Background: an optimization exercise with open tools, aiming at small area, a short achievable clock period and few clock cycles per item. Do not read the settings as production practice.
Where RTL was checked, it was by simulation tests only, not by an equivalence proof against the original.
Power and IR drop assume default switching activity.

==> onyx <==
==> flow/design.v (excerpt) <==
module header_parser (
    input  logic         clk,
    input  logic         rst_n,
    input  logic  [0:255]  in_data,
    input  logic  [31:0]   in_keep,
    input  logic           in_valid,
    input  logic           in_last,
    output logic  [0:255]  out_data,
    output logic  [0:31]   out_keep,
    output logic           out_valid,
    output logic           out_last,
    output logic           timestamp_valid,
    output logic  [31:0]   timestamp,
    input  logic           out_ready,
    output logic           in_ready,
    input  logic           cfg_we,
    input  logic  [3:0]    cfg_waddr,
    input  logic  [31:0]   cfg_wdata,
    input  logic  [3:0]    cfg_raddr,
    output logic  [31:0]   cfg_rdata
);
==> flow/config.mk <==
export PLATFORM = sky130hd
export DESIGN_NAME = header_parser
export DESIGN_NICKNAME = header_parser
export VERILOG_FILES = /design/flow/design.v
export SDC_FILE = /design/flow/constraint.sdc
export NUM_CORES = 4
export LEC_CHECK = 0
export CAP_MARGIN = 20
export CORE_MARGIN = 2
export CORE_UTILIZATION = 25
export PLACE_DENSITY = 0.5
export SETUP_SLACK_MARGIN = 1.6
export SLEW_MARGIN = 20
==> flow/constraint.sdc <==
create_clock -name core_clock -period 5.0 [get_ports {clk}]
set_input_delay 1.0000 -clock core_clock [delete_from_list [all_inputs] [get_ports {clk}]]
set_output_delay 1.0000 -clock core_clock [all_outputs]
set_load 0.01 [all_outputs]
standard.sh (not shown) runs the stock make flow with config.mk's settings and CLKGATE_MAP_FILE= SYNTH_SCRIPT=/design/flow/synth_recipe.tcl, a recipe that flattens the netlist after the stock synthesis.
==> flow/flow/run.sh <==
#!/bin/bash
set -euo pipefail
cp standard.sh standard_sh.txt
export BUFFER_PORTS_ARGS="-buffer_cell sky130_fd_sc_hd__buf_1"
ARGS="IO_CONSTRAINTS=$PWD/flow/io.tcl"
bash standard.sh $ARGS synth > synth.log 2>&1
R=$PWD/orfs/results/$FLOW_PLATFORM/header_parser/base
cp $R/1_2_yosys.v standard_synth.v
python3 flow/rmux.py cut standard_synth.v cut.v ov > rmux_cut.log 2>&1
LIB=$FLOW_HOME/platforms/$FLOW_PLATFORM/lib/sky130_fd_sc_hd__tt_025C_1v80.lib \
IN=$PWD/cut.v OUT=$PWD/remapped.v TOP=$FLOW_TOP ABC_SCRIPT=$PWD/flow/remap.abc \
  yosys -c flow/remap.tcl > remap.log 2>&1
python3 flow/rmux.py add remapped.v final_synth.v ov > rmux_add.log 2>&1
cp final_synth.v $R/1_2_yosys.v
rm -f $R/1_synth.odb $R/1_synth.sdc
bash standard.sh $ARGS > standard.log 2>&1
Other scripts of this flow, unchanged in this note and not shown: flow/flow/io.tcl, flow/flow/remap.abc, flow/flow/remap.tcl, flow/flow/rmux.py
==> inputs of tundra, as changes to onyx <==
CORE_UTILIZATION = 28   (was 25)
SETUP_SLACK_MARGIN = 1.7   (was 1.6)
==> qor summary <==
metric	onyx	tundra
Result of the run	timing/DRC/antenna clean	did not finish
Failing step	-	I/O pin placement (3_2_place_iop)
Die height	200 µm	189 µm
Gate Count Post-Synth	1144	1144
Net Count, Synth	1478	1478
Number of warnings printed during yosys synthesis	3	3
Site row count	71	67
Cell Area, Synth	9620 µm²	9620 µm²
Effective utilization at floorplan	0.255	0.285
Horiz. Die Dim	200 µm	189 µm
Mean instance size in the synthesized netlist	8.41 µm²	8.41 µm²
Testbench counts of onyx, summed over its fixed seeds: cycles 26,111, packets 2,400.
Testbench counts of tundra, summed over its fixed seeds: cycles 26,111, packets 2,400.

* * *

==> v32: inputs <==
==> flow/design.v <==
module cycle_counter (
    input  logic        clk,
    input  logic        load,
    output logic [31:0] cycle_count
);
    always_ff @(posedge clk) begin
        if (load) cycle_count <= 32'd1;
        else      cycle_count <= cycle_count + 32'd1;
    end
endmodule
module filter_config (
    input  logic        clk,         
    input  logic        rst_n,       
    input  logic        cfg_we,      
    input  logic [3:0]  cfg_waddr,   
    input  logic [31:0] cfg_wdata,   
    input  logic [3:0]  cfg_raddr,   
    output logic [31:0] cfg_rdata,   
    output logic [47:0] local_mac,       
    output logic [15:0] ethertype,       
    output logic [7:0]  ip_protocol,     
    output logic [31:0] ip_base,         
    output logic [31:0] ip_mask,         
    output logic [15:0] udp_dst_port     
);
    logic [31:0] mac_lo;     
    logic [15:0] mac_hi;     
    always_ff @(posedge clk or negedge rst_n) begin
        if (!rst_n) begin
            mac_lo         <= 32'hDEADBEEF;   
            mac_hi         <= 16'hCAFE;       
            ethertype      <= 16'h0800;       
            ip_protocol    <= 8'h11;          
            ip_base        <= 32'h0A000100;   
            ip_mask        <= 32'hFFFFFFFC;   
            udp_dst_port   <= 16'd25565;      
        end else if (cfg_we) begin
            case (cfg_waddr)
                4'h0: mac_lo         <= cfg_wdata;            
                4'h1: mac_hi         <= cfg_wdata[15:0];      
                4'h2: ethertype      <= cfg_wdata[15:0];      
                4'h3: ip_protocol    <= cfg_wdata[7:0];       
                4'h4: ip_base        <= cfg_wdata;            
                4'h5: ip_mask        <= cfg_wdata;            
                4'h6: udp_dst_port   <= cfg_wdata[15:0];      
                default: ;                                    
            endcase
        end
    end
    logic [31:0] r01, r23, r45, r67, r03, r47;
    assign r01 = cfg_raddr[0] ? {16'h0, mac_hi} : mac_lo;
    assign r23 = cfg_raddr[0] ? {24'h0, ip_protocol} : {16'h0, ethertype};
    assign r45 = cfg_raddr[0] ? ip_mask : ip_base;
    assign r67 = cfg_raddr[0] ? 32'hDEADBEEF : {16'h0, udp_dst_port};
    assign r03 = cfg_raddr[1] ? r23 : r01;
    assign r47 = cfg_raddr[1] ? r67 : r45;
    assign cfg_rdata = cfg_raddr[3] ? 32'hDEADBEEF : (cfg_raddr[2] ? r47 : r03);
    assign local_mac = {mac_hi, mac_lo};
endmodule
module filter_core(
    input  logic         clk,
    input  logic         rst_n,
    input  logic [255:0] data,
    input  logic         cfg_we,
    input  logic [3:0]   cfg_waddr,
    input  logic [31:0]  cfg_wdata,
    input  logic [3:0]   cfg_raddr,
    output logic [31:0]  cfg_rdata,
    output logic         beat0_ok,
    output logic         beat1_ok
);
    logic [47:0] cfg_local_mac;
    logic [15:0] cfg_ethertype;
    logic [7:0]  cfg_ip_protocol;
    logic [31:0] cfg_ip_base;
    logic [31:0] cfg_ip_mask;
    logic [15:0] cfg_dest_port;
    filter_config my_configuration (
        .clk,
        .rst_n,
        .cfg_we,
        .cfg_waddr,
        .cfg_wdata,
        .cfg_raddr,
        .cfg_rdata,
        .local_mac(cfg_local_mac),
        .ethertype(cfg_ethertype),
        .ip_protocol(cfg_ip_protocol),
        .ip_base(cfg_ip_base),
        .ip_mask(cfg_ip_mask),
        .udp_dst_port(cfg_dest_port)
    );
    assign beat0_ok = (data[47:0]    == cfg_local_mac) &&                     
                      (data[111:96]  == cfg_ethertype) &&                     
                      (data[119:112] == 8'h54) &&                             
                      (data[191:184] == cfg_ip_protocol) &&                   
                      ((data[255:240] & cfg_ip_mask[15:0]) == cfg_ip_base[15:0]);  
    assign beat1_ok = ((data[15:0] & cfg_ip_mask[31:16]) == cfg_ip_base[31:16]) &&  
                      (data[47:32] == cfg_dest_port);                              
endmodule
module header_parser (
    input  logic         clk,
    input  logic         rst_n,
    input  logic  [0:255]  in_data,
    input  logic  [31:0]   in_keep,
    input  logic           in_valid,
    input  logic           in_last,
    output logic  [0:255]  out_data,
    output logic  [0:31]   out_keep,
    output logic           out_valid,
    output logic           out_last,
    output logic           timestamp_valid,
    output logic  [31:0]   timestamp,
    input  logic           out_ready,
    output logic           in_ready,
    input  logic           cfg_we,
    input  logic  [3:0]    cfg_waddr,
    input  logic  [31:0]   cfg_wdata,
    input  logic  [3:0]    cfg_raddr,
    output logic  [31:0]   cfg_rdata
);
    localparam [31:0] HEADER_KEEP = 32'h0000_03FF;    
    typedef enum logic [2:0] {
        IDLE,     
        HDR1,     
        HDR1_OK,  
        HDR1_NG,  
        STREAM,   
        DROP      
    } parse_state;
    parse_state state, state_next;
    logic free, pass, b1;
    logic [255:0] d;
    assign d = in_data;
    logic beat0_ok, beat1_ok;
    filter_core my_filter_core (
        .clk,
        .rst_n,
        .data(d),
        .cfg_we,
        .cfg_waddr,
        .cfg_wdata,
        .cfg_raddr,
        .cfg_rdata,
        .beat0_ok,
        .beat1_ok
    );
    logic in_accept;
    assign in_accept = in_valid && in_ready;
    assign in_ready  = free || (pass && out_ready);
    assign out_valid = in_valid && pass;
    assign out_data  = in_data;
    assign out_keep  = b1 ? (in_keep & ~HEADER_KEEP) : in_keep;
    assign out_last  = in_last;
    always_comb begin
        state_next = state;
        case (state)
            IDLE:    if (in_accept) state_next = in_last ? IDLE : (beat0_ok ? HDR1 : DROP);
            HDR1:    if (in_valid)  state_next = (beat1_ok && !in_last) ? HDR1_OK : HDR1_NG;
            HDR1_OK: if (in_accept) state_next = STREAM;    
            HDR1_NG: if (in_accept) state_next = in_last ? IDLE : DROP;
            default: if (in_accept && in_last) state_next = IDLE;
        endcase
    end
    always_ff @(posedge clk or negedge rst_n) begin
        if (!rst_n) begin
            state           <= IDLE;
            free            <= 1'b1;
            pass            <= 1'b0;
            b1              <= 1'b0;
            timestamp_valid <= 1'b0;
        end else begin
            state           <= state_next;
            free            <= (state_next == IDLE) || (state_next == HDR1_NG) || (state_next == DROP);
            pass            <= (state_next == HDR1_OK) || (state_next == STREAM);
            b1              <= (state_next == HDR1_OK);
            timestamp_valid <= in_accept && in_last && (state == STREAM);
        end
    end
    cycle_counter timestamper (
        .clk,
        .load(in_accept && state == IDLE),
        .cycle_count(timestamp)
    );
endmodule
==> flow/flow/run.sh <==
#!/bin/bash
cp standard.sh standard_sh.txt
export BUFFER_PORTS_ARGS="-buffer_cell sky130_fd_sc_hd__buf_1"
bash standard.sh IO_CONSTRAINTS=$PWD/flow/io.tcl > standard.log 2>&1
==> flow/flow/io.tcl <==
# Keep the configuration read port together so the read mux sits next to its pins.
set_io_pin_constraint -group -pin_names {cfg_raddr[0] cfg_raddr[1] cfg_raddr[2] cfg_raddr[3] cfg_rdata[0] cfg_rdata[1] cfg_rdata[2] cfg_rdata[3] cfg_rdata[4] cfg_rdata[5] cfg_rdata[6] cfg_rdata[7] cfg_rdata[8] cfg_rdata[9] cfg_rdata[10] cfg_rdata[11] cfg_rdata[12] cfg_rdata[13] cfg_rdata[14] cfg_rdata[15] cfg_rdata[16] cfg_rdata[17] cfg_rdata[18] cfg_rdata[19] cfg_rdata[20] cfg_rdata[21] cfg_rdata[22] cfg_rdata[23] cfg_rdata[24] cfg_rdata[25] cfg_rdata[26] cfg_rdata[27] cfg_rdata[28] cfg_rdata[29] cfg_rdata[30] cfg_rdata[31]}
==> flow/standard.sh <==
#!/bin/bash
# synth_recipe.tcl (not shown) runs the flow's synth.tcl, then flattens the netlist and writes it again
# the make line also repeats each setting of config.mk as NAME=value (left out here)
make -C /OpenROAD-flow-scripts/flow DESIGN_CONFIG=/design/flow/config.mk WORK_HOME=/design/flow/orfs CLKGATE_MAP_FILE= SYNTH_SCRIPT=/design/flow/synth_recipe.tcl "${@:-finish}"
==> flow/config.mk <==
export PLATFORM = sky130hd
export DESIGN_NAME = header_parser
export DESIGN_NICKNAME = header_parser
export VERILOG_FILES = /design/flow/design.v
export SDC_FILE = /design/flow/constraint.sdc
export NUM_CORES = 4
export LEC_CHECK = 0
export CAP_MARGIN = 20
export CORE_MARGIN = 2
export CORE_UTILIZATION = 25
export PLACE_DENSITY = 0.8
export SETUP_SLACK_MARGIN = 2.0
export SLEW_MARGIN = 20
==> flow/constraint.sdc <==
create_clock -name core_clock -period 5.0 [get_ports {clk}]
set_input_delay 1.0000 -clock core_clock [delete_from_list [all_inputs] [get_ports {clk}]]
set_output_delay 1.0000 -clock core_clock [all_outputs]
set_load 0.01 [all_outputs]
==> v7 (differences from v32) <==
==> flow/design.v, changed modules only <==
module cycle_counter (
    input  logic        clk,
    input  logic        load,
    input  logic        inc,
    output logic [31:0] cycle_count
);
    always_ff @(posedge clk) begin
        if (load)     cycle_count <= 32'd2;
        else if (inc) cycle_count <= cycle_count + 32'd1;
    end
endmodule
module filter_config (
    input  logic        clk,         
    input  logic        rst_n,       
    input  logic        cfg_we,      
    input  logic [3:0]  cfg_waddr,   
    input  logic [31:0] cfg_wdata,   
    input  logic [3:0]  cfg_raddr,   
    output logic [31:0] cfg_rdata,   
    output logic [47:0] local_mac,       
    output logic [15:0] ethertype,       
    output logic [7:0]  ip_protocol,     
    output logic [31:0] ip_base,         
    output logic [31:0] ip_mask,         
    output logic [15:0] udp_dst_port     
);
    logic [31:0] mac_lo;     
    logic [15:0] mac_hi;     
    always_ff @(posedge clk or negedge rst_n) begin
        if (!rst_n) begin
            mac_lo         <= 32'hDEADBEEF;   
            mac_hi         <= 16'hCAFE;       
            ethertype      <= 16'h0800;       
            ip_protocol    <= 8'h11;          
            ip_base        <= 32'h0A000100;   
            ip_mask        <= 32'hFFFFFFFC;   
            udp_dst_port   <= 16'd25565;      
        end else if (cfg_we) begin
            case (cfg_waddr)
                4'h0: mac_lo         <= cfg_wdata;            
                4'h1: mac_hi         <= cfg_wdata[15:0];      
                4'h2: ethertype      <= cfg_wdata[15:0];      
                4'h3: ip_protocol    <= cfg_wdata[7:0];       
                4'h4: ip_base        <= cfg_wdata;            
                4'h5: ip_mask        <= cfg_wdata;            
                4'h6: udp_dst_port   <= cfg_wdata[15:0];      
                default: ;                                    
            endcase
        end
    end
    always_comb begin
        case (cfg_raddr)
            4'h0: cfg_rdata = mac_lo;                         
            4'h1: cfg_rdata = {16'h0, mac_hi};               
            4'h2: cfg_rdata = {16'h0, ethertype};            
            4'h3: cfg_rdata = {24'h0, ip_protocol};          
            4'h4: cfg_rdata = ip_base;                       
            4'h5: cfg_rdata = ip_mask;                       
            4'h6: cfg_rdata = {16'h0, udp_dst_port};         
            default: cfg_rdata = 32'hDEADBEEF;               
        endcase
    end
    assign local_mac = {mac_hi, mac_lo};
endmodule
module header_parser (
    input  logic         clk,
    input  logic         rst_n,
    input  logic  [0:255]  in_data,
    input  logic  [31:0]   in_keep,
    input  logic           in_valid,
    input  logic           in_last,
    output logic  [0:255]  out_data,
    output logic  [0:31]   out_keep,
    output logic           out_valid,
    output logic           out_last,
    output logic           timestamp_valid,
    output logic  [31:0]   timestamp,
    input  logic           out_ready,
    output logic           in_ready,
    input  logic           cfg_we,
    input  logic  [3:0]    cfg_waddr,
    input  logic  [31:0]   cfg_wdata,
    input  logic  [3:0]    cfg_raddr,
    output logic  [31:0]   cfg_rdata
);
    localparam [31:0] HEADER_KEEP = 32'h0000_03FF;    
    typedef enum logic [1:0] {
        IDLE,     
        HDR1,     
        STREAM,   
        DROP      
    } parse_state;
    parse_state state;
    logic [255:0] d;
    assign d = in_data;
    logic beat0_ok, beat1_ok;
    filter_core my_filter_core (
        .clk,
        .rst_n,
        .data(d),
        .cfg_we,
        .cfg_waddr,
        .cfg_wdata,
        .cfg_raddr,
        .cfg_rdata,
        .beat0_ok,
        .beat1_ok
    );
    logic in_accept;
    assign in_accept = in_valid && in_ready;
    logic b1_chk, b1_pass;
    assign in_ready  = (state == IDLE) || (state == DROP) ||
                       (state == STREAM && out_ready) ||
                       (state == HDR1 && b1_chk && (out_ready || !b1_pass));
    assign out_valid = in_valid && ((state == STREAM) || (state == HDR1 && b1_chk && b1_pass));
    assign out_data  = in_data;
    assign out_keep  = (state == HDR1) ? (in_keep & ~HEADER_KEEP) : in_keep;
    assign out_last  = in_last;
    always_ff @(posedge clk or negedge rst_n) begin
        if (!rst_n) begin
            state           <= IDLE;
            timestamp_valid <= 1'b0;
            b1_chk          <= 1'b0;
        end else begin
            timestamp_valid <= in_accept && in_last && (state == STREAM);
            b1_chk          <= (state == HDR1) && in_valid && !in_accept;
            if (in_accept) begin
                if (in_last)
                    state <= IDLE;
                else case (state)
                    IDLE:    state <= beat0_ok ? HDR1 : DROP;
                    HDR1:    state <= b1_pass ? STREAM : DROP;
                    default: ;
                endcase
            end
        end
    end
    always_ff @(posedge clk) begin
        if (state == HDR1 && in_valid)
            b1_pass <= beat1_ok && !in_last;
    end
    cycle_counter timestamper (
        .clk,
        .load(in_accept && state == IDLE),
        .inc(state != IDLE && !(in_accept && in_last)),
        .cycle_count(timestamp)
    );
endmodule
==> flow/run.sh (new file) <==
#!/bin/bash
# synth_recipe.tcl (not shown) runs the flow's synth.tcl, then flattens the netlist and writes it again
# the make line also repeats each setting of config.mk as NAME=value (left out here)
make -C /OpenROAD-flow-scripts/flow DESIGN_CONFIG=/design/flow/config.mk WORK_HOME=/design/flow/orfs CLKGATE_MAP_FILE= SYNTH_SCRIPT=/design/flow/synth_recipe.tcl finish
--- a/flow/config.mk
+++ b/flow/config.mk
@@ -9,5 +9,5 @@
 export CORE_MARGIN = 2
 export CORE_UTILIZATION = 25
-export PLACE_DENSITY = 0.8
-export SETUP_SLACK_MARGIN = 2.0
+export PLACE_DENSITY = 0.5
+export SETUP_SLACK_MARGIN = 3.0
 export SLEW_MARGIN = 20
removed: flow/flow/run.sh
removed: flow/flow/io.tcl
removed: flow/standard.sh
==> notes <==
Of v32 and v7, v7 has the higher clock power (gap about 6%, measured against v7).
v32 finished with timing, DRC and antenna clean. v7 passed the timing, design-rule and antenna checks.
Between v32 and v7, the lower core utilization is in v32 (gap 11 points).
In v7 the synthesized cell count is smaller than in v32, by 1.4%.
Between v32 and v7, the lower global-route usage is in v32 (gap 0.62 points).
Of v32 and v7, v32 has the higher die area (gap about 2.4%, measured against v7).
Of v32 and v7, v7 has the higher combinational power (gap about 27%, measured against v7).
Between v32 and v7, the lower total power is in v32 (gap about 8%, measured against v7).
Against v32, the sequential share of layout area of v7 is lower by 8.9 points.
Worst hold slack: v32 is worse than v7 (0.026 ns).
Of v32 and v7, v32 has the higher wire length (gap about 1.4%, measured against v7).
Testbench counts of v32, summed over its fixed seeds: cycles 28,240, packets 2,400.
For v7, only the layout was checked, not whether the RTL still works.

what the ideal ports hide:
In the flow no input, the clock included, has a driving cell. The finished layouts below were timed again as built, in two steps. Step 1 sets driving cells, clkbuf_16 on the clock port and buf_2 on the other inputs (assumed; they add their load-dependent delay and slew). Step 2 also shifts input and output timing later by t, the mid clock arrival at the registers, as if the neighbouring blocks saw the same clock. Slacks: ideal / step 1 / step 2; pairs: ideal / step 1.
| run | t, ns | slack for setup (ns) | slew at the worst register clock pin (ns) | worst data-port slew with drivers (ns) |
|---|---|---|---|---|
| onyx | 0.477 | 1.640 / 1.615 / 1.615 | 0.08 / 0.08 | 0.23 |
| v32 | 0.492 | 1.594 / 1.473 / 1.473 | 0.09 / 0.09 | 0.35 |
| v7 | 0.505 | 1.767 / 1.707 / 1.707 | 0.07 / 0.07 | 0.22 |
After both steps setup and hold are still met in every run listed. The setup slack of v32, which loses most, moves by -0.121 ns with the drivers and by -0.121 ns with both steps.
